Background: an optimization exercise with open tools, aiming at small area. Do not read the settings as production practice. Function was checked by simulation only, so behaviour that the tests miss may differ from the original.

## flow/design.v (module list and top-level ports; edited modules follow where they fit)
// module pid_fa: 4 lines
// module pid_ha: 4 lines
// module fc_core: 3317 lines
module fc_core(
	input logic clk,
	input logic rst,                    
	input logic data_ready,             
	input logic signed[15:0] gyro_x,
	input logic signed[15:0] gyro_y,
	input logic[11:0] ch_throttle,      
	input logic[11:0] ch_roll,          
	input logic[11:0] ch_pitch,         
	input logic[11:0] ch_arm,           
	output logic[11:0] motor_br,        
	output logic[11:0] motor_fr,        
	output logic[11:0] motor_fl,        
	output logic[11:0] motor_bl         
);
  // ...
==> flow/run.sh <==
#!/bin/bash
# synth_recipe.tcl (not shown) runs the flow's synth.tcl, then flattens the netlist and writes it again
# the make line also repeats each setting of config.mk as NAME=value (left out here)
make -C /OpenROAD-flow-scripts/flow DESIGN_CONFIG=/design/flow/config.mk WORK_HOME=/design/flow/orfs CLKGATE_MAP_FILE= SYNTH_SCRIPT=/design/flow/synth_recipe.tcl finish
==> flow/config.mk <==
export PLATFORM = sky130hd
export DESIGN_NAME = fc_core
export DESIGN_NICKNAME = fc_core
export VERILOG_FILES = /design/flow/design.v
export SDC_FILE = /design/flow/constraint.sdc
export NUM_CORES = 4
export LEC_CHECK = 0
export CAP_MARGIN = 20
export CORE_MARGIN = 2
export CORE_UTILIZATION = 40
export SLEW_MARGIN = 20
export SYNTH_HIERARCHICAL = 1
==> flow/constraint.sdc <==
create_clock -name core_clock -period 28.0 [get_ports {clk}]
set_input_delay 5.6000 -clock core_clock [delete_from_list [all_inputs] [get_ports {clk}]]
set_output_delay 5.6000 -clock core_clock [all_outputs]
set_load 0.01 [all_outputs]
==> flow_summary.toml, run 1 <==
[timing]
whs_ns = 0.389
fin_crit_ns = 27.55

[status]
status = "finished clean"

[setup_path]
required_ns = 22.40
crit_fanout = 5
crit_top_cell = "fa_2"
r2r_start = "roll_acc[0]$_SDFF_PP0_"
cp_slowest_cell = "fa_1"

[layout]
stdcell_area_sq_um = 43100
buffers = 308
area_growth_pct = 16.6
seq_cells = 486

[detailed_routing]
ant_nets = 0
drcViolationCount = 0
dr.pass1.iters = 5

[logic_synthesis]
ys_types = 75
synth_top_family_by_area = "adder cells"
ys.flop_type = "edfxtp_1"

[clock_tree]
cts.repair.resized = 106
cts_tree = "built"

[die]
coreArea_sq_um = 91500
row_count = 111

[grt]
antenna_found_initial = 0
grt_util_met2 = 0.293

[place]
routabilityCongestion = 0.908
placement.cell_area_sq_um = 40700
==> inputs of run 2 (changes only) <==
--- a/flow/design.v
+++ b/flow/design.v
@@ -30,15 +30,15 @@
 	end
 	wire h0_valid = cnt != 4'd0;
 	wire h7_valid = cnt[3];
-	logic[23:0] roll_h[0:7], pitch_h[0:7];
+	logic[22:0] roll_h[0:7], pitch_h[0:7];
 	logic[47:0] roll_acc, pitch_acc;
 	wire[27:0] roll_d, pitch_d;        
 	wire[47:0] roll_acc_next, pitch_acc_next;
 	wire[12:0] r, p;
 	always @(posedge clk) begin
 		if (data_ready) begin
-			roll_h[0] <= roll_d[23:0];
-			pitch_h[0] <= pitch_d[23:0];
+			roll_h[0] <= {roll_d[23:2], roll_d[0]};
+			pitch_h[0] <= {pitch_d[23:2], pitch_d[0]};
 			for (int k = 1; k < 8; k++) begin
 				roll_h[k] <= roll_h[k-1];
 				pitch_h[k] <= pitch_h[k-1];
@@ -867,125 +867,125 @@
 	wire n1477 = (roll_inc & n1475) | (roll_dec & n1476);
 	wire n1478 = roll_acc[47] ^ n1477;
 	assign roll_acc_next = {n1478, n1474, n1470, n1466, n1462, n1458, n1454, n1450, n1446, n1442, n1438, n1434, n1430, n1426, n1422, n1418, n1414, n1410, n1406, n1404, n1401, n1399, n1397, n1395, n1393, n1391, n1389, n1387, n1385, n1383, n1381, n1379, n1377, n1375, n1373, n1371, n1369, n1367, n1365, n1363, n1361, n1359, n1357, n1355, n1353, n1351, n1349, n1347};
-	wire n1479 = roll_h[0][0] & h0_valid;
-	wire n1480 = roll_h[0][1] & h0_valid;
-	wire n1481 = roll_h[0][2] & h0_valid;
-	wire n1482 = roll_h[0][3] & h0_valid;
-	wire n1483 = roll_h[0][4] & h0_valid;
-	wire n1484 = roll_h[0][5] & h0_valid;
-	wire n1485 = roll_h[0][6] & h0_valid;
-	wire n1486 = roll_h[0][7] & h0_valid;
-	wire n1487 = roll_h[0][8] & h0_valid;
-	wire n1488 = roll_h[0][9] & h0_valid;
-	wire n1489 = roll_h[0][10] & h0_valid;
-	wire n1490 = roll_h[0][11] & h0_valid;
-	wire n1491 = roll_h[0][12] & h0_valid;
-	wire n1492 = roll_h[0][13] & h0_valid;
-	wire n1493 = roll_h[0][14] & h0_valid;
-	wire n1494 = roll_h[0][15] & h0_valid;
-	wire n1495 = roll_h[0][16] & h0_valid;
-	wire n1496 = roll_h[0][17] & h0_valid;
-	wire n1497 = roll_h[0][18] & h0_valid;
-	wire n1498 = roll_h[0][19] & h0_valid;
-	wire n1499 = roll_h[0][20] & h0_valid;
-	wire n1500 = roll_h[0][21] & h0_valid;
-	wire n1501 = roll_h[0][22] & h0_valid;
-	wire n1502 = roll_h[0][23] & h0_valid;
+	wire n1479 = ~(roll_h[0][0] & h0_valid);
+	wire n1480 = ~(roll_h[0][0] & ~roll_h[0][1] & h0_valid);
+	wire n1481 = ~(roll_h[0][1] & h0_valid);
+	wire n1482 = ~(roll_h[0][2] & h0_valid);
+	wire n1483 = ~(roll_h[0][3] & h0_valid);
+	wire n1484 = ~(roll_h[0][4] & h0_valid);
+	wire n1485 = ~(roll_h[0][5] & h0_valid);
+	wire n1486 = ~(roll_h[0][6] & h0_valid);
+	wire n1487 = ~(roll_h[0][7] & h0_valid);
+	wire n1488 = ~(roll_h[0][8] & h0_valid);
+	wire n1489 = ~(roll_h[0][9] & h0_valid);
+	wire n1490 = ~(roll_h[0][10] & h0_valid);
+	wire n1491 = ~(roll_h[0][11] & h0_valid);
+	wire n1492 = ~(roll_h[0][12] & h0_valid);
+	wire n1493 = ~(roll_h[0][13] & h0_valid);
+	wire n1494 = ~(roll_h[0][14] & h0_valid);
+	wire n1495 = ~(roll_h[0][15] & h0_valid);
+	wire n1496 = ~(roll_h[0][16] & h0_valid);
+	wire n1497 = ~(roll_h[0][17] & h0_valid);
+	wire n1498 = ~(roll_h[0][18] & h0_valid);
+	wire n1499 = ~(roll_h[0][19] & h0_valid);
+	wire n1500 = ~(roll_h[0][20] & h0_valid);
+	wire n1501 = ~(roll_h[0][21] & h0_valid);
+	wire n1502 = ~(roll_h[0][22] & h0_valid);
 	wire n1503 = roll_h[7][0] & h7_valid;
-	wire n1504 = roll_h[7][1] & h7_valid;
-	wire n1505 = roll_h[7][2] & h7_valid;
-	wire n1506 = roll_h[7][3] & h7_valid;
-	wire n1507 = roll_h[7][4] & h7_valid;
-	wire n1508 = roll_h[7][5] & h7_valid;
-	wire n1509 = roll_h[7][6] & h7_valid;
-	wire n1510 = roll_h[7][7] & h7_valid;
-	wire n1511 = roll_h[7][8] & h7_valid;
-	wire n1512 = roll_h[7][9] & h7_valid;
-	wire n1513 = roll_h[7][10] & h7_valid;
-	wire n1514 = roll_h[7][11] & h7_valid;
-	wire n1515 = roll_h[7][12] & h7_valid;
-	wire n1516 = roll_h[7][13] & h7_valid;
-	wire n1517 = roll_h[7][14] & h7_valid;
-	wire n1518 = roll_h[7][15] & h7_valid;
-	wire n1519 = roll_h[7][16] & h7_valid;
-	wire n1520 = roll_h[7][17] & h7_valid;
-	wire n1521 = roll_h[7][18] & h7_valid;
-	wire n1522 = roll_h[7][19] & h7_valid;
-	wire n1523 = roll_h[7][20] & h7_valid;
-	wire n1524 = roll_h[7][21] & h7_valid;
-	wire n1525 = roll_h[7][22] & h7_valid;
-	wire n1526 = roll_h[7][23] & h7_valid;
-	wire n1669 = ~(n1503 ^ ~n1479);
-	wire n1670 = n1503 | ~n1479;
+	wire n1504 = roll_h[7][0] & ~roll_h[7][1] & h7_valid;
+	wire n1505 = roll_h[7][1] & h7_valid;
+	wire n1506 = roll_h[7][2] & h7_valid;
+	wire n1507 = roll_h[7][3] & h7_valid;
+	wire n1508 = roll_h[7][4] & h7_valid;
+	wire n1509 = roll_h[7][5] & h7_valid;
+	wire n1510 = roll_h[7][6] & h7_valid;
+	wire n1511 = roll_h[7][7] & h7_valid;
+	wire n1512 = roll_h[7][8] & h7_valid;
+	wire n1513 = roll_h[7][9] & h7_valid;
+	wire n1514 = roll_h[7][10] & h7_valid;
+	wire n1515 = roll_h[7][11] & h7_valid;
+	wire n1516 = roll_h[7][12] & h7_valid;
+	wire n1517 = roll_h[7][13] & h7_valid;
+	wire n1518 = roll_h[7][14] & h7_valid;
+	wire n1519 = roll_h[7][15] & h7_valid;
+	wire n1520 = roll_h[7][16] & h7_valid;
+	wire n1521 = roll_h[7][17] & h7_valid;
+	wire n1522 = roll_h[7][18] & h7_valid;
+	wire n1523 = roll_h[7][19] & h7_valid;
+	wire n1524 = roll_h[7][20] & h7_valid;
+	wire n1525 = roll_h[7][21] & h7_valid;
+	wire n1526 = roll_h[7][22] & h7_valid;
+	wire n1669 = ~(n1503 ^ n1479);
+	wire n1670 = n1503 | n1479;
 	wire n1671;
 	wire n1672;
-	pid_fa u1672(.a(n1670), .b(n1504), .c(~n1480), .s(n1671), .co(n1672));
+	pid_fa u1672(.a(n1670), .b(n1504), .c(n1480), .s(n1671), .co(n1672));
 	wire n1673;
 	wire n1674;
-	pid_fa u1674(.a(n1672), .b(n1505), .c(~n1481), .s(n1673), .co(n1674));
+	pid_fa u1674(.a(n1672), .b(n1505), .c(n1481), .s(n1673), .co(n1674));
 	wire n1675;
 	wire n1676;
-	pid_fa u1676(.a(n1674), .b(n1506), .c(~n1482), .s(n1675), .co(n1676));
+	pid_fa u1676(.a(n1674), .b(n1506), .c(n1482), .s(n1675), .co(n1676));
 	wire n1677;
 	wire n1678;
-	pid_fa u1678(.a(n1676), .b(n1507), .c(~n1483), .s(n1677), .co(n1678));
+	pid_fa u1678(.a(n1676), .b(n1507), .c(n1483), .s(n1677), .co(n1678));
 	wire n1679;
 	wire n1680;
-	pid_fa u1680(.a(n1678), .b(n1508), .c(~n1484), .s(n1679), .co(n1680));
+	pid_fa u1680(.a(n1678), .b(n1508), .c(n1484), .s(n1679), .co(n1680));
 	wire n1681;
 	wire n1682;
-	pid_fa u1682(.a(n1680), .b(n1509), .c(~n1485), .s(n1681), .co(n1682));
+	pid_fa u1682(.a(n1680), .b(n1509), .c(n1485), .s(n1681), .co(n1682));
 	wire n1683;
 	wire n1684;
-	pid_fa u1684(.a(n1682), .b(n1510), .c(~n1486), .s(n1683), .co(n1684));
+	pid_fa u1684(.a(n1682), .b(n1510), .c(n1486), .s(n1683), .co(n1684));
 	wire n1685;
 	wire n1686;
-	pid_fa u1686(.a(n1684), .b(n1511), .c(~n1487), .s(n1685), .co(n1686));
+	pid_fa u1686(.a(n1684), .b(n1511), .c(n1487), .s(n1685), .co(n1686));
 	wire n1687;
 	wire n1688;
-	pid_fa u1688(.a(n1686), .b(n1512), .c(~n1488), .s(n1687), .co(n1688));
+	pid_fa u1688(.a(n1686), .b(n1512), .c(n1488), .s(n1687), .co(n1688));
 	wire n1689;
 	wire n1690;
-	pid_fa u1690(.a(n1688), .b(n1513), .c(~n1489), .s(n1689), .co(n1690));
+	pid_fa u1690(.a(n1688), .b(n1513), .c(n1489), .s(n1689), .co(n1690));
 	wire n1691;
 	wire n1692;
-	pid_fa u1692(.a(n1690), .b(n1514), .c(~n1490), .s(n1691), .co(n1692));
+	pid_fa u1692(.a(n1690), .b(n1514), .c(n1490), .s(n1691), .co(n1692));
 	wire n1693;
 	wire n1694;
-	pid_fa u1694(.a(n1692), .b(n1515), .c(~n1491), .s(n1693), .co(n1694));
+	pid_fa u1694(.a(n1692), .b(n1515), .c(n1491), .s(n1693), .co(n1694));
 	wire n1695;
 	wire n1696;
-	pid_fa u1696(.a(n1694), .b(n1516), .c(~n1492), .s(n1695), .co(n1696));
+	pid_fa u1696(.a(n1694), .b(n1516), .c(n1492), .s(n1695), .co(n1696));
 	wire n1697;
 	wire n1698;
-	pid_fa u1698(.a(n1696), .b(n1517), .c(~n1493), .s(n1697), .co(n1698));
+	pid_fa u1698(.a(n1696), .b(n1517), .c(n1493), .s(n1697), .co(n1698));
 	wire n1699;
 	wire n1700;
-	pid_fa u1700(.a(n1698), .b(n1518), .c(~n1494), .s(n1699), .co(n1700));
+	pid_fa u1700(.a(n1698), .b(n1518), .c(n1494), .s(n1699), .co(n1700));
 	wire n1701;
 	wire n1702;
-	pid_fa u1702(.a(n1700), .b(n1519), .c(~n1495), .s(n1701), .co(n1702));
+	pid_fa u1702(.a(n1700), .b(n1519), .c(n1495), .s(n1701), .co(n1702));
 	wire n1703;
 	wire n1704;
-	pid_fa u1704(.a(n1702), .b(n1520), .c(~n1496), .s(n1703), .co(n1704));
+	pid_fa u1704(.a(n1702), .b(n1520), .c(n1496), .s(n1703), .co(n1704));
 	wire n1705;
 	wire n1706;
-	pid_fa u1706(.a(n1704), .b(n1521), .c(~n1497), .s(n1705), .co(n1706));
+	pid_fa u1706(.a(n1704), .b(n1521), .c(n1497), .s(n1705), .co(n1706));
 	wire n1707;
 	wire n1708;
-	pid_fa u1708(.a(n1706), .b(n1522), .c(~n1498), .s(n1707), .co(n1708));
+	pid_fa u1708(.a(n1706), .b(n1522), .c(n1498), .s(n1707), .co(n1708));
 	wire n1709;
 	wire n1710;
-	pid_fa u1710(.a(n1708), .b(n1523), .c(~n1499), .s(n1709), .co(n1710));
+	pid_fa u1710(.a(n1708), .b(n1523), .c(n1499), .s(n1709), .co(n1710));
 	wire n1711;
 	wire n1712;
-	pid_fa u1712(.a(n1710), .b(n1524), .c(~n1500), .s(n1711), .co(n1712));
+	pid_fa u1712(.a(n1710), .b(n1524), .c(n1500), .s(n1711), .co(n1712));
 	wire n1713;
 	wire n1714;
-	pid_fa u1714(.a(n1712), .b(n1525), .c(~n1501), .s(n1713), .co(n1714));
+	pid_fa u1714(.a(n1712), .b(n1525), .c(n1501), .s(n1713), .co(n1714));
 	wire n1715;
 	wire n1716;
-	pid_fa u1716(.a(n1714), .b(n1526), .c(~n1502), .s(n1715), .co(n1716));
+	pid_fa u1716(.a(n1714), .b(n1526), .c(n1502), .s(n1715), .co(n1716));
 	wire n1803;
 	wire n1804;
 	pid_ha u1804(.a(n1673), .b(n1669), .s(n1803), .co(n1804));
@@ -2303,125 +2303,125 @@
 	wire n4298 = (pitch_inc & n4296) | (pitch_dec & n4297);
 	wire n4299 = pitch_acc[47] ^ n4298;
 	assign pitch_acc_next = {n4299, n4295, n4291, n4287, n4283, n4279, n4275, n4271, n4267, n4263, n4259, n4255, n4251, n4247, n4243, n4239, n4235, n4231, n4227, n4225, n4222, n4220, n4218, n4216, n4214, n4212, n4210, n4208, n4206, n4204, n4202, n4200, n4198, n4196, n4194, n4192, n4190, n4188, n4186, n4184, n4182, n4180, n4178, n4176, n4174, n4172, n4170, n4168};
-	wire n4300 = pitch_h[0][0] & h0_valid;
-	wire n4301 = pitch_h[0][1] & h0_valid;
-	wire n4302 = pitch_h[0][2] & h0_valid;
-	wire n4303 = pitch_h[0][3] & h0_valid;
-	wire n4304 = pitch_h[0][4] & h0_valid;
-	wire n4305 = pitch_h[0][5] & h0_valid;
-	wire n4306 = pitch_h[0][6] & h0_valid;
-	wire n4307 = pitch_h[0][7] & h0_valid;
-	wire n4308 = pitch_h[0][8] & h0_valid;
-	wire n4309 = pitch_h[0][9] & h0_valid;
-	wire n4310 = pitch_h[0][10] & h0_valid;
-	wire n4311 = pitch_h[0][11] & h0_valid;
-	wire n4312 = pitch_h[0][12] & h0_valid;
-	wire n4313 = pitch_h[0][13] & h0_valid;
-	wire n4314 = pitch_h[0][14] & h0_valid;
-	wire n4315 = pitch_h[0][15] & h0_valid;
-	wire n4316 = pitch_h[0][16] & h0_valid;
-	wire n4317 = pitch_h[0][17] & h0_valid;
-	wire n4318 = pitch_h[0][18] & h0_valid;
-	wire n4319 = pitch_h[0][19] & h0_valid;
-	wire n4320 = pitch_h[0][20] & h0_valid;
-	wire n4321 = pitch_h[0][21] & h0_valid;
-	wire n4322 = pitch_h[0][22] & h0_valid;
-	wire n4323 = pitch_h[0][23] & h0_valid;
+	wire n4300 = ~(pitch_h[0][0] & h0_valid);
+	wire n4301 = ~(pitch_h[0][0] & ~pitch_h[0][1] & h0_valid);
+	wire n4302 = ~(pitch_h[0][1] & h0_valid);
+	wire n4303 = ~(pitch_h[0][2] & h0_valid);
+	wire n4304 = ~(pitch_h[0][3] & h0_valid);
+	wire n4305 = ~(pitch_h[0][4] & h0_valid);
+	wire n4306 = ~(pitch_h[0][5] & h0_valid);
+	wire n4307 = ~(pitch_h[0][6] & h0_valid);
+	wire n4308 = ~(pitch_h[0][7] & h0_valid);
+	wire n4309 = ~(pitch_h[0][8] & h0_valid);
+	wire n4310 = ~(pitch_h[0][9] & h0_valid);
+	wire n4311 = ~(pitch_h[0][10] & h0_valid);
+	wire n4312 = ~(pitch_h[0][11] & h0_valid);
+	wire n4313 = ~(pitch_h[0][12] & h0_valid);
+	wire n4314 = ~(pitch_h[0][13] & h0_valid);
+	wire n4315 = ~(pitch_h[0][14] & h0_valid);
+	wire n4316 = ~(pitch_h[0][15] & h0_valid);
+	wire n4317 = ~(pitch_h[0][16] & h0_valid);
+	wire n4318 = ~(pitch_h[0][17] & h0_valid);
+	wire n4319 = ~(pitch_h[0][18] & h0_valid);
+	wire n4320 = ~(pitch_h[0][19] & h0_valid);
+	wire n4321 = ~(pitch_h[0][20] & h0_valid);
+	wire n4322 = ~(pitch_h[0][21] & h0_valid);
+	wire n4323 = ~(pitch_h[0][22] & h0_valid);
 	wire n4324 = pitch_h[7][0] & h7_valid;
-	wire n4325 = pitch_h[7][1] & h7_valid;
-	wire n4326 = pitch_h[7][2] & h7_valid;
-	wire n4327 = pitch_h[7][3] & h7_valid;
-	wire n4328 = pitch_h[7][4] & h7_valid;
-	wire n4329 = pitch_h[7][5] & h7_valid;
-	wire n4330 = pitch_h[7][6] & h7_valid;
-	wire n4331 = pitch_h[7][7] & h7_valid;
-	wire n4332 = pitch_h[7][8] & h7_valid;
-	wire n4333 = pitch_h[7][9] & h7_valid;
-	wire n4334 = pitch_h[7][10] & h7_valid;
-	wire n4335 = pitch_h[7][11] & h7_valid;
-	wire n4336 = pitch_h[7][12] & h7_valid;
-	wire n4337 = pitch_h[7][13] & h7_valid;
-	wire n4338 = pitch_h[7][14] & h7_valid;
-	wire n4339 = pitch_h[7][15] & h7_valid;
-	wire n4340 = pitch_h[7][16] & h7_valid;
-	wire n4341 = pitch_h[7][17] & h7_valid;
-	wire n4342 = pitch_h[7][18] & h7_valid;
-	wire n4343 = pitch_h[7][19] & h7_valid;
-	wire n4344 = pitch_h[7][20] & h7_valid;
-	wire n4345 = pitch_h[7][21] & h7_valid;
-	wire n4346 = pitch_h[7][22] & h7_valid;
-	wire n4347 = pitch_h[7][23] & h7_valid;
-	wire n4490 = ~(n4324 ^ ~n4300);
-	wire n4491 = n4324 | ~n4300;
+	wire n4325 = pitch_h[7][0] & ~pitch_h[7][1] & h7_valid;
+	wire n4326 = pitch_h[7][1] & h7_valid;
+	wire n4327 = pitch_h[7][2] & h7_valid;
+	wire n4328 = pitch_h[7][3] & h7_valid;
+	wire n4329 = pitch_h[7][4] & h7_valid;
+	wire n4330 = pitch_h[7][5] & h7_valid;
+	wire n4331 = pitch_h[7][6] & h7_valid;
+	wire n4332 = pitch_h[7][7] & h7_valid;
+	wire n4333 = pitch_h[7][8] & h7_valid;
+	wire n4334 = pitch_h[7][9] & h7_valid;
+	wire n4335 = pitch_h[7][10] & h7_valid;
+	wire n4336 = pitch_h[7][11] & h7_valid;
+	wire n4337 = pitch_h[7][12] & h7_valid;
+	wire n4338 = pitch_h[7][13] & h7_valid;
+	wire n4339 = pitch_h[7][14] & h7_valid;
+	wire n4340 = pitch_h[7][15] & h7_valid;
+	wire n4341 = pitch_h[7][16] & h7_valid;
+	wire n4342 = pitch_h[7][17] & h7_valid;
+	wire n4343 = pitch_h[7][18] & h7_valid;
+	wire n4344 = pitch_h[7][19] & h7_valid;
+	wire n4345 = pitch_h[7][20] & h7_valid;
+	wire n4346 = pitch_h[7][21] & h7_valid;
+	wire n4347 = pitch_h[7][22] & h7_valid;
+	wire n4490 = ~(n4324 ^ n4300);
+	wire n4491 = n4324 | n4300;
 	wire n4492;
 	wire n4493;
-	pid_fa u4493(.a(n4491), .b(n4325), .c(~n4301), .s(n4492), .co(n4493));
+	pid_fa u4493(.a(n4491), .b(n4325), .c(n4301), .s(n4492), .co(n4493));
 	wire n4494;
 	wire n4495;
-	pid_fa u4495(.a(n4493), .b(n4326), .c(~n4302), .s(n4494), .co(n4495));
+	pid_fa u4495(.a(n4493), .b(n4326), .c(n4302), .s(n4494), .co(n4495));
 	wire n4496;
 	wire n4497;
-	pid_fa u4497(.a(n4495), .b(n4327), .c(~n4303), .s(n4496), .co(n4497));
+	pid_fa u4497(.a(n4495), .b(n4327), .c(n4303), .s(n4496), .co(n4497));
 	wire n4498;
 	wire n4499;
-	pid_fa u4499(.a(n4497), .b(n4328), .c(~n4304), .s(n4498), .co(n4499));
+	pid_fa u4499(.a(n4497), .b(n4328), .c(n4304), .s(n4498), .co(n4499));
 	wire n4500;
 	wire n4501;
-	pid_fa u4501(.a(n4499), .b(n4329), .c(~n4305), .s(n4500), .co(n4501));
+	pid_fa u4501(.a(n4499), .b(n4329), .c(n4305), .s(n4500), .co(n4501));
 	wire n4502;
 	wire n4503;
-	pid_fa u4503(.a(n4501), .b(n4330), .c(~n4306), .s(n4502), .co(n4503));
+	pid_fa u4503(.a(n4501), .b(n4330), .c(n4306), .s(n4502), .co(n4503));
 	wire n4504;
 	wire n4505;
-	pid_fa u4505(.a(n4503), .b(n4331), .c(~n4307), .s(n4504), .co(n4505));
+	pid_fa u4505(.a(n4503), .b(n4331), .c(n4307), .s(n4504), .co(n4505));
 	wire n4506;
 	wire n4507;
-	pid_fa u4507(.a(n4505), .b(n4332), .c(~n4308), .s(n4506), .co(n4507));
+	pid_fa u4507(.a(n4505), .b(n4332), .c(n4308), .s(n4506), .co(n4507));
 	wire n4508;
 	wire n4509;
-	pid_fa u4509(.a(n4507), .b(n4333), .c(~n4309), .s(n4508), .co(n4509));
+	pid_fa u4509(.a(n4507), .b(n4333), .c(n4309), .s(n4508), .co(n4509));
 	wire n4510;
 	wire n4511;
-	pid_fa u4511(.a(n4509), .b(n4334), .c(~n4310), .s(n4510), .co(n4511));
+	pid_fa u4511(.a(n4509), .b(n4334), .c(n4310), .s(n4510), .co(n4511));
 	wire n4512;
 	wire n4513;
-	pid_fa u4513(.a(n4511), .b(n4335), .c(~n4311), .s(n4512), .co(n4513));
+	pid_fa u4513(.a(n4511), .b(n4335), .c(n4311), .s(n4512), .co(n4513));
 	wire n4514;
 	wire n4515;
-	pid_fa u4515(.a(n4513), .b(n4336), .c(~n4312), .s(n4514), .co(n4515));
+	pid_fa u4515(.a(n4513), .b(n4336), .c(n4312), .s(n4514), .co(n4515));
 	wire n4516;
 	wire n4517;
-	pid_fa u4517(.a(n4515), .b(n4337), .c(~n4313), .s(n4516), .co(n4517));
+	pid_fa u4517(.a(n4515), .b(n4337), .c(n4313), .s(n4516), .co(n4517));
 	wire n4518;
 	wire n4519;
-	pid_fa u4519(.a(n4517), .b(n4338), .c(~n4314), .s(n4518), .co(n4519));
+	pid_fa u4519(.a(n4517), .b(n4338), .c(n4314), .s(n4518), .co(n4519));
 	wire n4520;
 	wire n4521;
-	pid_fa u4521(.a(n4519), .b(n4339), .c(~n4315), .s(n4520), .co(n4521));
+	pid_fa u4521(.a(n4519), .b(n4339), .c(n4315), .s(n4520), .co(n4521));
 	wire n4522;
 	wire n4523;
-	pid_fa u4523(.a(n4521), .b(n4340), .c(~n4316), .s(n4522), .co(n4523));
+	pid_fa u4523(.a(n4521), .b(n4340), .c(n4316), .s(n4522), .co(n4523));
 	wire n4524;
 	wire n4525;
-	pid_fa u4525(.a(n4523), .b(n4341), .c(~n4317), .s(n4524), .co(n4525));
+	pid_fa u4525(.a(n4523), .b(n4341), .c(n4317), .s(n4524), .co(n4525));
 	wire n4526;
 	wire n4527;
-	pid_fa u4527(.a(n4525), .b(n4342), .c(~n4318), .s(n4526), .co(n4527));
+	pid_fa u4527(.a(n4525), .b(n4342), .c(n4318), .s(n4526), .co(n4527));
 	wire n4528;
 	wire n4529;
-	pid_fa u4529(.a(n4527), .b(n4343), .c(~n4319), .s(n4528), .co(n4529));
+	pid_fa u4529(.a(n4527), .b(n4343), .c(n4319), .s(n4528), .co(n4529));
 	wire n4530;
 	wire n4531;
-	pid_fa u4531(.a(n4529), .b(n4344), .c(~n4320), .s(n4530), .co(n4531));
+	pid_fa u4531(.a(n4529), .b(n4344), .c(n4320), .s(n4530), .co(n4531));
 	wire n4532;
 	wire n4533;
-	pid_fa u4533(.a(n4531), .b(n4345), .c(~n4321), .s(n4532), .co(n4533));
+	pid_fa u4533(.a(n4531), .b(n4345), .c(n4321), .s(n4532), .co(n4533));
 	wire n4534;
 	wire n4535;
-	pid_fa u4535(.a(n4533), .b(n4346), .c(~n4322), .s(n4534), .co(n4535));
+	pid_fa u4535(.a(n4533), .b(n4346), .c(n4322), .s(n4534), .co(n4535));
 	wire n4536;
 	wire n4537;
-	pid_fa u4537(.a(n4535), .b(n4347), .c(~n4323), .s(n4536), .co(n4537));
+	pid_fa u4537(.a(n4535), .b(n4347), .c(n4323), .s(n4536), .co(n4537));
 	wire n4624;
 	wire n4625;
 	pid_ha u4625(.a(n4494), .b(n4490), .s(n4624), .co(n4625));
@@ -2937,105 +2937,112 @@
 	wire n5641 = n5639 & ~n5615;
 	wire n5642 = n5617 ^ (pitch_dc & n5641);
 	assign p = {n5642, n5640, n5638, n5636, n5634, n5632, n5630, n5628, n5626, n5624, n5622, n5620, n5618};
-	wire n5730 = ~(~ly[0] ^ ly[5]);
-	wire n5731 = ~ly[0] | ly[5];
-	wire n5732;
-	wire n5733;
-	pid_fa u5733(.a(ly[0]), .b(~ly[3]), .c(ly[8]), .s(n5732), .co(n5733));
-	wire n5734;
-	wire n5735;
-	pid_fa u5735(.a(ly[1]), .b(~ly[4]), .c(ly[9]), .s(n5734), .co(n5735));
-	wire n5736 = ~(ly[2] ^ ~ly[5]);
-	wire n5737 = ly[2] | ~ly[5];
-	wire n5738 = ~(ly[3] ^ ~ly[6]);
-	wire n5739 = ly[3] | ~ly[6];
-	wire n5740 = ~(ly[5] ^ ~ly[8]);
-	wire n5741 = ly[5] | ~ly[8];
+	wire n5725 = ~(~ly[0] ^ ly[5]);
+	wire n5726 = ~ly[0] | ly[5];
+	wire n5727;
+	wire n5728;
+	pid_fa u5728(.a(ly[0]), .b(~ly[3]), .c(ly[8]), .s(n5727), .co(n5728));
+	wire n5729;
+	wire n5730;
+	pid_fa u5730(.a(ly[1]), .b(~ly[4]), .c(ly[9]), .s(n5729), .co(n5730));
+	wire n5731 = ~(ly[2] ^ ~ly[5]);
+	wire n5732 = ly[2] | ~ly[5];
+	wire n5733 = ~(ly[3] ^ ~ly[6]);
+	wire n5734 = ly[3] | ~ly[6];
+	wire n5735 = ~(ly[5] ^ ~ly[8]);
+	wire n5736 = ly[5] | ~ly[8];
+	wire n5737;
+	wire n5738;
+	pid_fa u5738(.a(n5726), .b(~ly[1]), .c(ly[6]), .s(n5737), .co(n5738));
+	wire n5739;
+	wire n5740;
+	pid_fa u5740(.a(n5734), .b(ly[4]), .c(~ly[7]), .s(n5739), .co(n5740));
+	wire n5741;
 	wire n5742;
+	pid_fa u5742(.a(n5736), .b(ly[6]), .c(~ly[9]), .s(n5741), .co(n5742));
 	wire n5743;
-	pid_fa u5743(.a(n5731), .b(~ly[1]), .c(ly[6]), .s(n5742), .co(n5743));
 	wire n5744;
-	wire n5745;
-	pid_fa u5745(.a(n5739), .b(ly[4]), .c(~ly[7]), .s(n5744), .co(n5745));
-	wire n5746;
-	wire n5747;
-	pid_fa u5747(.a(n5741), .b(ly[6]), .c(~ly[9]), .s(n5746), .co(n5747));
+	pid_fa u5744(.a(n5738), .b(~ly[2]), .c(ly[7]), .s(n5743), .co(n5744));
+	wire n5745 = ~(n5742 ^ ly[7]);
+	wire n5746 = n5742 | ly[7];
+	wire n5747 = n5744 & n5727;
 	wire n5748;
 	wire n5749;
-	pid_fa u5749(.a(n5743), .b(~ly[2]), .c(ly[7]), .s(n5748), .co(n5749));
-	wire n5750 = ~(n5747 ^ ly[7]);
-	wire n5751 = n5747 | ly[7];
+	pid_fa u5749(.a(n5728), .b(n5729), .c(n5747), .s(n5748), .co(n5749));
+	wire n5750;
+	wire n5751;
+	pid_fa u5751(.a(n5730), .b(n5731), .c(n5749), .s(n5750), .co(n5751));
 	wire n5752;
 	wire n5753;
-	pid_ha u5753(.a(n5749), .b(n5732), .s(n5752), .co(n5753));
+	pid_fa u5753(.a(n5732), .b(n5733), .c(n5751), .s(n5752), .co(n5753));
 	wire n5754;
 	wire n5755;
-	pid_fa u5755(.a(n5733), .b(n5734), .c(n5753), .s(n5754), .co(n5755));
+	pid_ha u5755(.a(n5739), .b(n5753), .s(n5754), .co(n5755));
 	wire n5756;
 	wire n5757;
-	pid_fa u5757(.a(n5735), .b(n5736), .c(n5755), .s(n5756), .co(n5757));
+	pid_fa u5757(.a(n5740), .b(n5735), .c(n5755), .s(n5756), .co(n5757));
 	wire n5758;
 	wire n5759;
-	pid_fa u5759(.a(n5737), .b(n5738), .c(n5757), .s(n5758), .co(n5759));
+	pid_ha u5759(.a(n5741), .b(n5757), .s(n5758), .co(n5759));
 	wire n5760;
 	wire n5761;
-	pid_ha u5761(.a(n5744), .b(n5759), .s(n5760), .co(n5761));
+	pid_ha u5761(.a(n5745), .b(n5759), .s(n5760), .co(n5761));
 	wire n5762;
 	wire n5763;
-	pid_fa u5763(.a(n5745), .b(n5740), .c(n5761), .s(n5762), .co(n5763));
+	pid_fa u5763(.a(n5746), .b(ly[8]), .c(n5761), .s(n5762), .co(n5763));
 	wire n5764;
 	wire n5765;
-	pid_ha u5765(.a(n5746), .b(n5763), .s(n5764), .co(n5765));
-	wire n5766;
-	wire n5767;
-	pid_ha u5767(.a(n5750), .b(n5765), .s(n5766), .co(n5767));
-	wire n5768;
-	wire n5769;
-	pid_fa u5769(.a(n5751), .b(ly[8]), .c(n5767), .s(n5768), .co(n5769));
-	wire n5770;
-	wire n5771;
-	pid_ha u5771(.a(ly[9]), .b(n5769), .s(n5770), .co(n5771));
-	wire[9:0] thr = {n5771, n5770, n5768, n5766, n5764, n5762, n5760, n5758, n5756, n5754};
-	wire n5901 = ~(thr[0] ^ p[0]);
-	wire n5902 = thr[0] | p[0];
+	pid_ha u5765(.a(ly[9]), .b(n5763), .s(n5764), .co(n5765));
+	wire[9:0] thr = {n5765, n5764, n5762, n5760, n5758, n5756, n5754, n5752, n5750, n5748};
+	wire n5895 = ~(thr[0] ^ p[0]);
+	wire n5896 = thr[0] | p[0];
+	wire n5897;
+	wire n5898;
+	pid_fa u5898(.a(thr[1]), .b(~r[1]), .c(p[1]), .s(n5897), .co(n5898));
+	wire n5899;
+	wire n5900;
+	pid_fa u5900(.a(thr[2]), .b(~r[2]), .c(p[2]), .s(n5899), .co(n5900));
+	wire n5901;
+	wire n5902;
+	pid_fa u5902(.a(thr[3]), .b(~r[3]), .c(p[3]), .s(n5901), .co(n5902));
 	wire n5903;
 	wire n5904;
-	pid_fa u5904(.a(thr[1]), .b(~r[1]), .c(p[1]), .s(n5903), .co(n5904));
+	pid_fa u5904(.a(thr[4]), .b(~r[4]), .c(p[4]), .s(n5903), .co(n5904));
 	wire n5905;
 	wire n5906;
-	pid_fa u5906(.a(thr[2]), .b(~r[2]), .c(p[2]), .s(n5905), .co(n5906));
+	pid_fa u5906(.a(thr[5]), .b(~r[5]), .c(p[5]), .s(n5905), .co(n5906));
 	wire n5907;
 	wire n5908;
-	pid_fa u5908(.a(thr[3]), .b(~r[3]), .c(p[3]), .s(n5907), .co(n5908));
+	pid_fa u5908(.a(thr[6]), .b(~r[6]), .c(p[6]), .s(n5907), .co(n5908));
 	wire n5909;
 	wire n5910;
-	pid_fa u5910(.a(thr[4]), .b(~r[4]), .c(p[4]), .s(n5909), .co(n5910));
+	pid_fa u5910(.a(thr[7]), .b(~r[7]), .c(p[7]), .s(n5909), .co(n5910));
 	wire n5911;
 	wire n5912;
-	pid_fa u5912(.a(thr[5]), .b(~r[5]), .c(p[5]), .s(n5911), .co(n5912));
+	pid_fa u5912(.a(thr[8]), .b(~r[8]), .c(p[8]), .s(n5911), .co(n5912));
 	wire n5913;
 	wire n5914;
-	pid_fa u5914(.a(thr[6]), .b(~r[6]), .c(p[6]), .s(n5913), .co(n5914));
+	pid_fa u5914(.a(thr[9]), .b(~r[9]), .c(p[9]), .s(n5913), .co(n5914));
 	wire n5915;
 	wire n5916;
-	pid_fa u5916(.a(thr[7]), .b(~r[7]), .c(p[7]), .s(n5915), .co(n5916));
+	pid_fa u5916(.a(n5914), .b(~r[10]), .c(p[10]), .s(n5915), .co(n5916));
 	wire n5917;
 	wire n5918;
-	pid_fa u5918(.a(thr[8]), .b(~r[8]), .c(p[8]), .s(n5917), .co(n5918));
+	pid_fa u5918(.a(n5916), .b(~r[11]), .c(p[11]), .s(n5917), .co(n5918));
 	wire n5919;
 	wire n5920;
-	pid_fa u5920(.a(thr[9]), .b(~r[9]), .c(p[9]), .s(n5919), .co(n5920));
-	wire n5921;
-	wire n5922;
-	pid_fa u5922(.a(n5920), .b(~r[10]), .c(p[10]), .s(n5921), .co(n5922));
+	pid_fa u5920(.a(n5918), .b(r[12]), .c(~p[12]), .s(n5919), .co(n5920));
+	wire n5921 = n5895 ^ r[0];
+	wire n5922 = n5895 & ~r[0];
 	wire n5923;
 	wire n5924;
-	pid_fa u5924(.a(n5922), .b(~r[11]), .c(p[11]), .s(n5923), .co(n5924));
+	pid_fa u5924(.a(n5896), .b(n5897), .c(n5922), .s(n5923), .co(n5924));
 	wire n5925;
 	wire n5926;
-	pid_fa u5926(.a(n5924), .b(r[12]), .c(~p[12]), .s(n5925), .co(n5926));
-	wire n5927 = n5901 ^ r[0];
-	wire n5928 = n5901 & ~r[0];
+	pid_fa u5926(.a(n5898), .b(n5899), .c(n5924), .s(n5925), .co(n5926));
+	wire n5927;
+	wire n5928;
+	pid_fa u5928(.a(n5900), .b(n5901), .c(n5926), .s(n5927), .co(n5928));
 	wire n5929;
 	wire n5930;
 	pid_fa u5930(.a(n5902), .b(n5903), .c(n5928), .s(n5929), .co(n5930));
@@ -3056,148 +3063,148 @@
 	pid_fa u5940(.a(n5912), .b(n5913), .c(n5938), .s(n5939), .co(n5940));
 	wire n5941;
 	wire n5942;
-	pid_fa u5942(.a(n5914), .b(n5915), .c(n5940), .s(n5941), .co(n5942));
+	pid_ha u5942(.a(n5915), .b(n5940), .s(n5941), .co(n5942));
 	wire n5943;
 	wire n5944;
-	pid_fa u5944(.a(n5916), .b(n5917), .c(n5942), .s(n5943), .co(n5944));
+	pid_ha u5944(.a(n5917), .b(n5942), .s(n5943), .co(n5944));
 	wire n5945;
 	wire n5946;
-	pid_fa u5946(.a(n5918), .b(n5919), .c(n5944), .s(n5945), .co(n5946));
-	wire n5947;
-	wire n5948;
-	pid_ha u5948(.a(n5921), .b(n5946), .s(n5947), .co(n5948));
-	wire n5949;
-	wire n5950;
-	pid_ha u5950(.a(n5923), .b(n5948), .s(n5949), .co(n5950));
-	wire n5951;
-	wire n5952;
-	pid_ha u5952(.a(n5925), .b(n5950), .s(n5951), .co(n5952));
-	wire n5953 = ~(n5926 ^ n5952);
-	wire n5954 = n5926 | n5952;
-	wire n5955 = 1'b1 ^ n5954;
-	wire[14:0] br = {n5955, n5953, n5951, n5949, n5947, n5945, n5943, n5941, n5939, n5937, n5935, n5933, n5931, n5929, ~n5927};
+	pid_ha u5946(.a(n5919), .b(n5944), .s(n5945), .co(n5946));
+	wire n5947 = ~(n5920 ^ n5946);
+	wire n5948 = n5920 | n5946;
+	wire n5949 = 1'b1 ^ n5948;
+	wire[14:0] br = {n5949, n5947, n5945, n5943, n5941, n5939, n5937, n5935, n5933, n5931, n5929, n5927, n5925, n5923, ~n5921};
 	wire br_lt = br[14] | ~(br[13] | (br[12] | (br[11] | (br[10] | (br[9] | (br[8] | (br[7] & (br[6] | (br[5] | (br[4] & (br[3] | (br[2] & br[1]))))))))))));
 	wire br_gt = ~br[14] & (br[13] | (br[12] | (br[11] | (br[10] | (br[9] & (br[8] | (br[7] | (br[6] & (br[5] | (br[4] & (br[3] & (br[2] | (br[1] | br[0])))))))))))));
 	assign motor_br = !armed ? 12'd0 : (br_lt ? 12'd150 : (br_gt ? 12'd600 : {2'b0, br[9:0]}));
+	wire n6075;
+	wire n6076;
+	pid_fa u6076(.a(~thr[0]), .b(r[0]), .c(p[0]), .s(n6075), .co(n6076));
+	wire n6077 = ~(~r[1] ^ ~p[1]);
+	wire n6078 = ~r[1] | ~p[1];
+	wire n6079;
+	wire n6080;
+	pid_fa u6080(.a(~thr[2]), .b(r[2]), .c(p[2]), .s(n6079), .co(n6080));
 	wire n6081;
 	wire n6082;
-	pid_fa u6082(.a(~thr[0]), .b(r[0]), .c(p[0]), .s(n6081), .co(n6082));
-	wire n6083 = ~(~r[1] ^ ~p[1]);
-	wire n6084 = ~r[1] | ~p[1];
+	pid_fa u6082(.a(~thr[3]), .b(r[3]), .c(p[3]), .s(n6081), .co(n6082));
+	wire n6083;
+	wire n6084;
+	pid_fa u6084(.a(~thr[4]), .b(r[4]), .c(p[4]), .s(n6083), .co(n6084));
 	wire n6085;
 	wire n6086;
-	pid_fa u6086(.a(~thr[2]), .b(r[2]), .c(p[2]), .s(n6085), .co(n6086));
+	pid_fa u6086(.a(~thr[5]), .b(r[5]), .c(p[5]), .s(n6085), .co(n6086));
 	wire n6087;
 	wire n6088;
-	pid_fa u6088(.a(~thr[3]), .b(r[3]), .c(p[3]), .s(n6087), .co(n6088));
+	pid_fa u6088(.a(~thr[6]), .b(r[6]), .c(p[6]), .s(n6087), .co(n6088));
 	wire n6089;
 	wire n6090;
-	pid_fa u6090(.a(~thr[4]), .b(r[4]), .c(p[4]), .s(n6089), .co(n6090));
+	pid_fa u6090(.a(~thr[7]), .b(r[7]), .c(p[7]), .s(n6089), .co(n6090));
 	wire n6091;
 	wire n6092;
-	pid_fa u6092(.a(~thr[5]), .b(r[5]), .c(p[5]), .s(n6091), .co(n6092));
+	pid_fa u6092(.a(~thr[8]), .b(r[8]), .c(p[8]), .s(n6091), .co(n6092));
 	wire n6093;
 	wire n6094;
-	pid_fa u6094(.a(~thr[6]), .b(r[6]), .c(p[6]), .s(n6093), .co(n6094));
+	pid_fa u6094(.a(~thr[9]), .b(r[9]), .c(p[9]), .s(n6093), .co(n6094));
 	wire n6095;
 	wire n6096;
-	pid_fa u6096(.a(~thr[7]), .b(r[7]), .c(p[7]), .s(n6095), .co(n6096));
+	pid_fa u6096(.a(~n6076), .b(n6077), .c(thr[1]), .s(n6095), .co(n6096));
 	wire n6097;
 	wire n6098;
-	pid_fa u6098(.a(~thr[8]), .b(r[8]), .c(p[8]), .s(n6097), .co(n6098));
+	pid_fa u6098(.a(n6094), .b(r[10]), .c(p[10]), .s(n6097), .co(n6098));
 	wire n6099;
 	wire n6100;
-	pid_fa u6100(.a(~thr[9]), .b(r[9]), .c(p[9]), .s(n6099), .co(n6100));
+	pid_fa u6100(.a(n6096), .b(n6078), .c(~n6079), .s(n6099), .co(n6100));
 	wire n6101;
 	wire n6102;
-	pid_fa u6102(.a(~n6082), .b(n6083), .c(thr[1]), .s(n6101), .co(n6102));
+	pid_fa u6102(.a(n6098), .b(r[11]), .c(p[11]), .s(n6101), .co(n6102));
 	wire n6103;
 	wire n6104;
-	pid_fa u6104(.a(n6100), .b(r[10]), .c(p[10]), .s(n6103), .co(n6104));
+	pid_fa u6104(.a(~n6100), .b(n6080), .c(n6081), .s(n6103), .co(n6104));
 	wire n6105;
 	wire n6106;
-	pid_fa u6106(.a(n6102), .b(n6084), .c(~n6085), .s(n6105), .co(n6106));
+	pid_fa u6106(.a(~n6102), .b(r[12]), .c(p[12]), .s(n6105), .co(n6106));
 	wire n6107;
 	wire n6108;
-	pid_fa u6108(.a(n6104), .b(r[11]), .c(p[11]), .s(n6107), .co(n6108));
+	pid_fa u6108(.a(n6104), .b(n6082), .c(n6083), .s(n6107), .co(n6108));
 	wire n6109;
 	wire n6110;
-	pid_fa u6110(.a(~n6106), .b(n6086), .c(n6087), .s(n6109), .co(n6110));
+	pid_fa u6110(.a(n6108), .b(n6084), .c(n6085), .s(n6109), .co(n6110));
 	wire n6111;
 	wire n6112;
-	pid_fa u6112(.a(~n6108), .b(r[12]), .c(p[12]), .s(n6111), .co(n6112));
+	pid_fa u6112(.a(n6110), .b(n6086), .c(n6087), .s(n6111), .co(n6112));
 	wire n6113;
 	wire n6114;
-	pid_fa u6114(.a(n6110), .b(n6088), .c(n6089), .s(n6113), .co(n6114));
+	pid_fa u6114(.a(n6112), .b(n6088), .c(n6089), .s(n6113), .co(n6114));
 	wire n6115;
 	wire n6116;
 	pid_fa u6116(.a(n6114), .b(n6090), .c(n6091), .s(n6115), .co(n6116));
 	wire n6117;
 	wire n6118;
 	pid_fa u6118(.a(n6116), .b(n6092), .c(n6093), .s(n6117), .co(n6118));
-	wire n6119;
-	wire n6120;
-	pid_fa u6120(.a(n6118), .b(n6094), .c(n6095), .s(n6119), .co(n6120));
-	wire n6121;
-	wire n6122;
-	pid_fa u6122(.a(n6120), .b(n6096), .c(n6097), .s(n6121), .co(n6122));
+	wire n6119 = n6118 ^ n6097;
+	wire n6120 = ~n6118 & ~n6097;
+	wire n6121 = n6101 ^ n6120;
+	wire n6122 = ~n6101 & n6120;
 	wire n6123;
 	wire n6124;
-	pid_fa u6124(.a(n6122), .b(n6098), .c(n6099), .s(n6123), .co(n6124));
-	wire n6125 = n6124 ^ n6103;
-	wire n6126 = ~n6124 & ~n6103;
-	wire n6127 = n6107 ^ n6126;
-	wire n6128 = ~n6107 & n6126;
-	wire n6129;
-	wire n6130;
-	pid_ha u6130(.a(n6111), .b(n6128), .s(n6129), .co(n6130));
-	wire n6131 = ~(n6112 ^ n6130);
-	wire n6132 = n6112 | n6130;
-	wire n6133 = 1'b1 ^ n6132;
-	wire[14:0] fr = {n6133, n6131, n6129, ~n6127, n6125, ~n6123, ~n6121, ~n6119, ~n6117, ~n6115, ~n6113, ~n6109, n6105, n6101, ~n6081};
+	pid_ha u6124(.a(n6105), .b(n6122), .s(n6123), .co(n6124));
+	wire n6125 = ~(n6106 ^ n6124);
+	wire n6126 = n6106 | n6124;
+	wire n6127 = 1'b1 ^ n6126;
+	wire[14:0] fr = {n6127, n6125, n6123, ~n6121, n6119, ~n6117, ~n6115, ~n6113, ~n6111, ~n6109, ~n6107, ~n6103, n6099, n6095, ~n6075};
 	wire fr_lt = fr[14] | ~(fr[13] | (fr[12] | (fr[11] | (fr[10] | (fr[9] | (fr[8] | (fr[7] & (fr[6] | (fr[5] | (fr[4] & (fr[3] | (fr[2] & fr[1]))))))))))));
 	wire fr_gt = ~fr[14] & (fr[13] | (fr[12] | (fr[11] | (fr[10] | (fr[9] & (fr[8] | (fr[7] | (fr[6] & (fr[5] | (fr[4] & (fr[3] & (fr[2] | (fr[1] | fr[0])))))))))))));
 	assign motor_fr = !armed ? 12'd0 : (fr_lt ? 12'd150 : (fr_gt ? 12'd600 : {2'b0, fr[9:0]}));
-	wire n6263 = ~(thr[0] ^ r[0]);
-	wire n6264 = thr[0] | r[0];
+	wire n6257 = ~(thr[0] ^ r[0]);
+	wire n6258 = thr[0] | r[0];
+	wire n6259;
+	wire n6260;
+	pid_fa u6260(.a(thr[1]), .b(r[1]), .c(~p[1]), .s(n6259), .co(n6260));
+	wire n6261;
+	wire n6262;
+	pid_fa u6262(.a(thr[2]), .b(r[2]), .c(~p[2]), .s(n6261), .co(n6262));
+	wire n6263;
+	wire n6264;
+	pid_fa u6264(.a(thr[3]), .b(r[3]), .c(~p[3]), .s(n6263), .co(n6264));
 	wire n6265;
 	wire n6266;
-	pid_fa u6266(.a(thr[1]), .b(r[1]), .c(~p[1]), .s(n6265), .co(n6266));
+	pid_fa u6266(.a(thr[4]), .b(r[4]), .c(~p[4]), .s(n6265), .co(n6266));
 	wire n6267;
 	wire n6268;
-	pid_fa u6268(.a(thr[2]), .b(r[2]), .c(~p[2]), .s(n6267), .co(n6268));
+	pid_fa u6268(.a(thr[5]), .b(r[5]), .c(~p[5]), .s(n6267), .co(n6268));
 	wire n6269;
 	wire n6270;
-	pid_fa u6270(.a(thr[3]), .b(r[3]), .c(~p[3]), .s(n6269), .co(n6270));
+	pid_fa u6270(.a(thr[6]), .b(r[6]), .c(~p[6]), .s(n6269), .co(n6270));
 	wire n6271;
 	wire n6272;
-	pid_fa u6272(.a(thr[4]), .b(r[4]), .c(~p[4]), .s(n6271), .co(n6272));
+	pid_fa u6272(.a(thr[7]), .b(r[7]), .c(~p[7]), .s(n6271), .co(n6272));
 	wire n6273;
 	wire n6274;
-	pid_fa u6274(.a(thr[5]), .b(r[5]), .c(~p[5]), .s(n6273), .co(n6274));
+	pid_fa u6274(.a(thr[8]), .b(r[8]), .c(~p[8]), .s(n6273), .co(n6274));
 	wire n6275;
 	wire n6276;
-	pid_fa u6276(.a(thr[6]), .b(r[6]), .c(~p[6]), .s(n6275), .co(n6276));
+	pid_fa u6276(.a(thr[9]), .b(r[9]), .c(~p[9]), .s(n6275), .co(n6276));
 	wire n6277;
 	wire n6278;
-	pid_fa u6278(.a(thr[7]), .b(r[7]), .c(~p[7]), .s(n6277), .co(n6278));
+	pid_fa u6278(.a(n6276), .b(r[10]), .c(~p[10]), .s(n6277), .co(n6278));
 	wire n6279;
 	wire n6280;
-	pid_fa u6280(.a(thr[8]), .b(r[8]), .c(~p[8]), .s(n6279), .co(n6280));
+	pid_fa u6280(.a(n6278), .b(r[11]), .c(~p[11]), .s(n6279), .co(n6280));
 	wire n6281;
 	wire n6282;
-	pid_fa u6282(.a(thr[9]), .b(r[9]), .c(~p[9]), .s(n6281), .co(n6282));
-	wire n6283;
-	wire n6284;
-	pid_fa u6284(.a(n6282), .b(r[10]), .c(~p[10]), .s(n6283), .co(n6284));
+	pid_fa u6282(.a(n6280), .b(~r[12]), .c(p[12]), .s(n6281), .co(n6282));
+	wire n6283 = n6257 ^ p[0];
+	wire n6284 = n6257 & ~p[0];
 	wire n6285;
 	wire n6286;
-	pid_fa u6286(.a(n6284), .b(r[11]), .c(~p[11]), .s(n6285), .co(n6286));
+	pid_fa u6286(.a(n6258), .b(n6259), .c(n6284), .s(n6285), .co(n6286));
 	wire n6287;
 	wire n6288;
-	pid_fa u6288(.a(n6286), .b(~r[12]), .c(p[12]), .s(n6287), .co(n6288));
-	wire n6289 = n6263 ^ p[0];
-	wire n6290 = n6263 & ~p[0];
+	pid_fa u6288(.a(n6260), .b(n6261), .c(n6286), .s(n6287), .co(n6288));
+	wire n6289;
+	wire n6290;
+	pid_fa u6290(.a(n6262), .b(n6263), .c(n6288), .s(n6289), .co(n6290));
 	wire n6291;
 	wire n6292;
 	pid_fa u6292(.a(n6264), .b(n6265), .c(n6290), .s(n6291), .co(n6292));
@@ -3218,71 +3225,71 @@
 	pid_fa u6302(.a(n6274), .b(n6275), .c(n6300), .s(n6301), .co(n6302));
 	wire n6303;
 	wire n6304;
-	pid_fa u6304(.a(n6276), .b(n6277), .c(n6302), .s(n6303), .co(n6304));
+	pid_ha u6304(.a(n6277), .b(n6302), .s(n6303), .co(n6304));
 	wire n6305;
 	wire n6306;
-	pid_fa u6306(.a(n6278), .b(n6279), .c(n6304), .s(n6305), .co(n6306));
+	pid_ha u6306(.a(n6279), .b(n6304), .s(n6305), .co(n6306));
 	wire n6307;
 	wire n6308;
-	pid_fa u6308(.a(n6280), .b(n6281), .c(n6306), .s(n6307), .co(n6308));
-	wire n6309;
-	wire n6310;
-	pid_ha u6310(.a(n6283), .b(n6308), .s(n6309), .co(n6310));
-	wire n6311;
-	wire n6312;
-	pid_ha u6312(.a(n6285), .b(n6310), .s(n6311), .co(n6312));
-	wire n6313;
-	wire n6314;
-	pid_ha u6314(.a(n6287), .b(n6312), .s(n6313), .co(n6314));
-	wire n6315 = ~(n6288 ^ n6314);
-	wire n6316 = n6288 | n6314;
-	wire n6317 = 1'b1 ^ n6316;
-	wire[14:0] fl = {n6317, n6315, n6313, n6311, n6309, n6307, n6305, n6303, n6301, n6299, n6297, n6295, n6293, n6291, ~n6289};
+	pid_ha u6308(.a(n6281), .b(n6306), .s(n6307), .co(n6308));
+	wire n6309 = ~(n6282 ^ n6308);
+	wire n6310 = n6282 | n6308;
+	wire n6311 = 1'b1 ^ n6310;
+	wire[14:0] fl = {n6311, n6309, n6307, n6305, n6303, n6301, n6299, n6297, n6295, n6293, n6291, n6289, n6287, n6285, ~n6283};
 	wire fl_lt = fl[14] | ~(fl[13] | (fl[12] | (fl[11] | (fl[10] | (fl[9] | (fl[8] | (fl[7] & (fl[6] | (fl[5] | (fl[4] & (fl[3] | (fl[2] & fl[1]))))))))))));
 	wire fl_gt = ~fl[14] & (fl[13] | (fl[12] | (fl[11] | (fl[10] | (fl[9] & (fl[8] | (fl[7] | (fl[6] & (fl[5] | (fl[4] & (fl[3] & (fl[2] | (fl[1] | fl[0])))))))))))));
 	assign motor_fl = !armed ? 12'd0 : (fl_lt ? 12'd150 : (fl_gt ? 12'd600 : {2'b0, fl[9:0]}));
+	wire n6420;
+	wire n6421;
+	pid_fa u6421(.a(thr[0]), .b(r[0]), .c(p[0]), .s(n6420), .co(n6421));
+	wire n6422;
+	wire n6423;
+	pid_fa u6423(.a(thr[1]), .b(r[1]), .c(p[1]), .s(n6422), .co(n6423));
+	wire n6424;
+	wire n6425;
+	pid_fa u6425(.a(thr[2]), .b(r[2]), .c(p[2]), .s(n6424), .co(n6425));
 	wire n6426;
 	wire n6427;
-	pid_fa u6427(.a(thr[0]), .b(r[0]), .c(p[0]), .s(n6426), .co(n6427));
+	pid_fa u6427(.a(thr[3]), .b(r[3]), .c(p[3]), .s(n6426), .co(n6427));
 	wire n6428;
 	wire n6429;
-	pid_fa u6429(.a(thr[1]), .b(r[1]), .c(p[1]), .s(n6428), .co(n6429));
+	pid_fa u6429(.a(thr[4]), .b(r[4]), .c(p[4]), .s(n6428), .co(n6429));
 	wire n6430;
 	wire n6431;
-	pid_fa u6431(.a(thr[2]), .b(r[2]), .c(p[2]), .s(n6430), .co(n6431));
+	pid_fa u6431(.a(thr[5]), .b(r[5]), .c(p[5]), .s(n6430), .co(n6431));
 	wire n6432;
 	wire n6433;
-	pid_fa u6433(.a(thr[3]), .b(r[3]), .c(p[3]), .s(n6432), .co(n6433));
+	pid_fa u6433(.a(thr[6]), .b(r[6]), .c(p[6]), .s(n6432), .co(n6433));
 	wire n6434;
 	wire n6435;
-	pid_fa u6435(.a(thr[4]), .b(r[4]), .c(p[4]), .s(n6434), .co(n6435));
+	pid_fa u6435(.a(thr[7]), .b(r[7]), .c(p[7]), .s(n6434), .co(n6435));
 	wire n6436;
 	wire n6437;
-	pid_fa u6437(.a(thr[5]), .b(r[5]), .c(p[5]), .s(n6436), .co(n6437));
+	pid_fa u6437(.a(thr[8]), .b(r[8]), .c(p[8]), .s(n6436), .co(n6437));
 	wire n6438;
 	wire n6439;
-	pid_fa u6439(.a(thr[6]), .b(r[6]), .c(p[6]), .s(n6438), .co(n6439));
+	pid_fa u6439(.a(thr[9]), .b(r[9]), .c(p[9]), .s(n6438), .co(n6439));
 	wire n6440;
 	wire n6441;
-	pid_fa u6441(.a(thr[7]), .b(r[7]), .c(p[7]), .s(n6440), .co(n6441));
+	pid_fa u6441(.a(n6439), .b(r[10]), .c(p[10]), .s(n6440), .co(n6441));
 	wire n6442;
 	wire n6443;
-	pid_fa u6443(.a(thr[8]), .b(r[8]), .c(p[8]), .s(n6442), .co(n6443));
+	pid_fa u6443(.a(n6441), .b(r[11]), .c(p[11]), .s(n6442), .co(n6443));
 	wire n6444;
 	wire n6445;
-	pid_fa u6445(.a(thr[9]), .b(r[9]), .c(p[9]), .s(n6444), .co(n6445));
+	pid_fa u6445(.a(~n6443), .b(r[12]), .c(p[12]), .s(n6444), .co(n6445));
 	wire n6446;
 	wire n6447;
-	pid_fa u6447(.a(n6445), .b(r[10]), .c(p[10]), .s(n6446), .co(n6447));
+	pid_ha u6447(.a(n6421), .b(n6422), .s(n6446), .co(n6447));
 	wire n6448;
 	wire n6449;
-	pid_fa u6449(.a(n6447), .b(r[11]), .c(p[11]), .s(n6448), .co(n6449));
+	pid_fa u6449(.a(n6423), .b(n6424), .c(n6447), .s(n6448), .co(n6449));
 	wire n6450;
 	wire n6451;
-	pid_fa u6451(.a(~n6449), .b(r[12]), .c(p[12]), .s(n6450), .co(n6451));
+	pid_fa u6451(.a(n6425), .b(n6426), .c(n6449), .s(n6450), .co(n6451));
 	wire n6452;
 	wire n6453;
-	pid_ha u6453(.a(n6427), .b(n6428), .s(n6452), .co(n6453));
+	pid_fa u6453(.a(n6427), .b(n6428), .c(n6451), .s(n6452), .co(n6453));
 	wire n6454;
 	wire n6455;
 	pid_fa u6455(.a(n6429), .b(n6430), .c(n6453), .s(n6454), .co(n6455));
@@ -3300,25 +3307,16 @@
 	pid_fa u6463(.a(n6437), .b(n6438), .c(n6461), .s(n6462), .co(n6463));
 	wire n6464;
 	wire n6465;
-	pid_fa u6465(.a(n6439), .b(n6440), .c(n6463), .s(n6464), .co(n6465));
+	pid_ha u6465(.a(n6440), .b(n6463), .s(n6464), .co(n6465));
 	wire n6466;
 	wire n6467;
-	pid_fa u6467(.a(n6441), .b(n6442), .c(n6465), .s(n6466), .co(n6467));
-	wire n6468;
-	wire n6469;
-	pid_fa u6469(.a(n6443), .b(n6444), .c(n6467), .s(n6468), .co(n6469));
-	wire n6470;
-	wire n6471;
-	pid_ha u6471(.a(n6446), .b(n6469), .s(n6470), .co(n6471));
-	wire n6472;
-	wire n6473;
-	pid_ha u6473(.a(n6448), .b(n6471), .s(n6472), .co(n6473));
-	wire n6474 = n6450 ^ n6473;
-	wire n6475 = ~n6450 & n6473;
-	wire n6476 = ~(~n6451 ^ n6475);
-	wire n6477 = ~n6451 | n6475;
-	wire n6478 = 1'b1 ^ n6477;
-	wire[14:0] bl = {n6478, n6476, ~n6474, n6472, n6470, n6468, n6466, n6464, n6462, n6460, n6458, n6456, n6454, n6452, n6426};
+	pid_ha u6467(.a(n6442), .b(n6465), .s(n6466), .co(n6467));
+	wire n6468 = n6444 ^ n6467;
+	wire n6469 = ~n6444 & n6467;
+	wire n6470 = ~(~n6445 ^ n6469);
+	wire n6471 = ~n6445 | n6469;
+	wire n6472 = 1'b1 ^ n6471;
+	wire[14:0] bl = {n6472, n6470, ~n6468, n6466, n6464, n6462, n6460, n6458, n6456, n6454, n6452, n6450, n6448, n6446, n6420};
 	wire bl_lt = bl[14] | ~(bl[13] | (bl[12] | (bl[11] | (bl[10] | (bl[9] | (bl[8] | (bl[7] & (bl[6] | (bl[5] | (bl[4] & (bl[3] | (bl[2] & bl[1]))))))))))));
 	wire bl_gt = ~bl[14] & (bl[13] | (bl[12] | (bl[11] | (bl[10] | (bl[9] & (bl[8] | (bl[7] | (bl[6] & (bl[5] | (bl[4] & (bl[3] & (bl[2] | (bl[1] | bl[0])))))))))))));
 	assign motor_bl = !armed ? 12'd0 : (bl_lt ? 12'd150 : (bl_gt ? 12'd600 : {2'b0, bl[9:0]}));
--- a/flow/config.mk
+++ b/flow/config.mk
@@ -8,5 +8,8 @@
 export CAP_MARGIN = 20
 export CORE_MARGIN = 2
 export CORE_UTILIZATION = 40
+export CTS_BUF_LIST = sky130_fd_sc_hd__clkbuf_4 sky130_fd_sc_hd__clkbuf_8
+export CTS_CLUSTER_DIAMETER = 50
+export CTS_CLUSTER_SIZE = 16
 export SLEW_MARGIN = 20
 export SYNTH_HIERARCHICAL = 1
==> run 2 against run 1 <==
Effect of this change: area after synthesis decreased by 1.3%; maximum frequency increased by 0.23%; design area decreased by 2.3%; clock skew decreased by 0.0036 ns; critical path depth decreased by 1; still clean; largest cell class unchanged; register-to-register slack got worse by 0.36 ns; synthesized cell count about the same; worst hold slack improved by 0.023 ns.
==> flow_summary.toml, run 2 <==
[die]
die_area_sq_um = 93600
coreArea_sq_um = 90100
row_count = 110
die_w_um = 306
die_y_um = 306
initial_utilization = 0.404
ios = 131

[timing]
worst_slack_ns = 0.516
fin_crit_ns = 27.48
grt_setup_unrepaired = "false"
fmax_mhz = 36.4
skew_ns = 0.0310
worst_pin_slew_ns = 1.06
finalSetupViolCount = 0
hold_viol = 0
timing.final.crit_share = 0.982
slew_violations = 0
fin_setup_tns_ns = 0
max_slew_margin = 0.289

[layout]
layout_common_cells = "fa_1, edfxtp_1, inv_1"
fillCellCount = 7825
stdcell_area_sq_um = 42100
multiInputGateArea_sq_um = 22800
final_nets = 3918
instances_no_fill = 4190
seqCellArea_sq_um = 13100
top_regs = "pitch_h: 184 flops, roll_h: 184 flops"
drive_gt1_frac = 0.145
area_growth_pct = 15.4
final_common_cell = "fa_1"
post-route-util = 0.467

[detailed_routing]
first_iter_violations = 1422
drt-total-wl_um = 79000
ant_nets = 0
wl_per_cell_um = 18.9
dr.pass1.iters = 7
num_vias = 20795
avgViaCountPerCell = 4.96
drcViolationCount = 0

[setup_path]
cpPeakStageDelay_ns = 0.57
start_kind = "primary input"
crit_top_cell = "fa_2"
end_kind = "output port"
crit_fanout = 3
cp.arrival_ns = 21.88
cp_slowest_cell = "fa_1"
required_ns = 22.40
crit_type = "primary input to output port"

[logic_synthesis]
async_flop_share = 0
synth_top_family_by_area = "adder cells"
synth_fa_ha_area_frac = 0.440
synth_top_area_cell = "fa_1"
syn_inst = 2652
synth_compound_area_frac = 0.0336
yosys_register_bits = 470
synth_xor_area_frac = 0.0360
ys_types = 73
yosysWarnings = 11
synth_edf_count = 368
yosys.area_share.simple = 0.100
synth_top_area_frac = 0.379
netlist_area_sq_um = 36500
synth_area_leaders = "fa_1, edfxtp_1, ha_1"
synth.most_common_cell = "fa_1"
ys.flop_type = "edfxtp_1"
synthTopCellsByCount = "fa_1, edfxtp_1, inv_1, ha_1, and2_1"
synth.avg_cell_area_sq_um = 13.7
muxShareOfSynthArea = 0.00110
ys_seq_area_frac = 0.359

[clock_tree]
hold_buffers = 0
clock_sinks = 470
cts_tree = "built"
clk_path_buf_depth = 3
cts_inserted_buffers = 51
clk_latency_ns = 0.67
h-tree-depth = 2
root_buffer = "clkbuf_8"
clk_pin_slew_ns = 0.11

[grt]
grt_pass1_wl_um = 130000
grt_overflow = 0
antenna_found_initial = 8
grt_usage = 0.177
grt_pass1_vias = 23403
grt_max_degree = 154

[place]
hpwl_um = 64300
post-place-ws_ns = -1.18
port_buffers = 114
placement.cell_area_sq_um = 40400
place_inst = 4088
routabilityCongestion = 0.907

[run]
maxCapViolCount = 0

[hold_path]
min_path_type = "register to register"

[status]
status = "finished clean"
## run 2: cell count changes in the layout (fill, tap and decap cells not counted), moves of 9 or more
cell       change
fa_2          -13
nor2_1        +13
fa_1          +13
o21ai_0       +13
clkinv_8       +9
clkbuf_8      +48
clkbuf_16     -54
edfxtp_1      -16
## run 2: through the flow
| stage | hold slack, ns |
|---|---|
| after global routing | 0.414 |
| after CTS | 0.412 |
| final | 0.412 |
| after floorplan | 0.400 |
| after global placement | 0.401 |
| after detailed placement | 0.405 |
## run 2: metal layers
metal  share of wire  track usage
met5         0.00056            0
met4           0.015       0.0335
met3           0.046       0.0287
met2            0.47        0.282
met1            0.47        0.257
## run 2: critical path: cells and delay by family
kind,cells,cell delay (ns)
buffers and inverters,8,1.03
XOR/XNOR,1,0.13
adder cells (fa/ha/maj),36,13.13
AO/OA/AOI/OAI,1,0.23
AND/OR/NAND/NOR,8,1.77
## run 2: path summary, 6_finish.rpt
check / from / endpoint / slack [ns] / cells after the start
setup / recovery: ch_roll[3] / motor_br[5] / 0.52 / 54
hold / removal: pitch_h[2][6]$_DFFE_PP_ / pitch_h[3][6]$_DFFE_PP_ / 0.41 / 0
setup reg to reg: roll_acc[0]$_SDFF_PP0_ / roll_acc[46]$_SDFF_PP0_ / 14.23 / 37
hold reg to reg: pitch_h[2][6]$_DFFE_PP_ / pitch_h[3][6]$_DFFE_PP_ / 0.41 / 0
## run 2: logic make-up after synthesis
logic type | after synthesis
other | 1
and+or+nand+nor | 694
xor gates and xnor gates | 148
AOI/OAI and AO/OA | 189
DFF | 470
muxes | 4
buffers and inverters | 276
adders and majority gates | 870
## run 2: what timing repair did
action,CTS,global route
setup buffers,2,3
pin swaps,12,23
setup endpoints to repair,40,40
gates resized for setup,94,79
## run 2: layout make-up
cell class | count | area share
Inverter | 218 | 0.0195
Antenna cell | 2 | 0.000119
Multi-Input combinational cell | 1913 | 0.542
Clock buffer | 57 | 0.0179
Tap cell | 1176 | 0.0350
Clock inverter | 38 | 0.0112
Sequential cell | 470 | 0.311
Timing Repair Buffer | 316 | 0.0632
## run 2: modules after synthesis, one instance, submodules excluded
module	times used	cells inside
fc_core	1	1873
pid_fa	691	1
pid_ha	88	1

## separate check: timing with driven ports
No port has a modelled driver above. Below, the same layouts with a new extraction and two added sets of constraints.
Step 1 sets driving cells, clkbuf_16 on the clock port and buf_2 on the other inputs (assumed; they add their load-dependent delay and slew).
Step 2 adds t to the input delays and takes it off the output delays; t is the mean of the earliest and latest rising clock arrival at the registers after step 1. Input paths then give back, and output paths get back, about the clock's delay inside the block.
Slacks: no drivers / after step 1 / after step 2; pairs: no drivers / after step 1.
| run | t (ns) | setup WS [ns] | hold WS [ns] |
|---|---|---|---|
| run 1 | 0.661 | 0.455 / 0.432 / 0.432 | 0.389 / 0.389 / 0.389 |
| run 2 | 0.710 | 0.516 / 0.492 / 0.492 | 0.412 / 0.412 / 0.412 |
After both steps setup and hold are still met in every run listed. The setup slack of run 2, which loses most, moves by -0.024 ns with the drivers and by -0.024 ns with both steps.
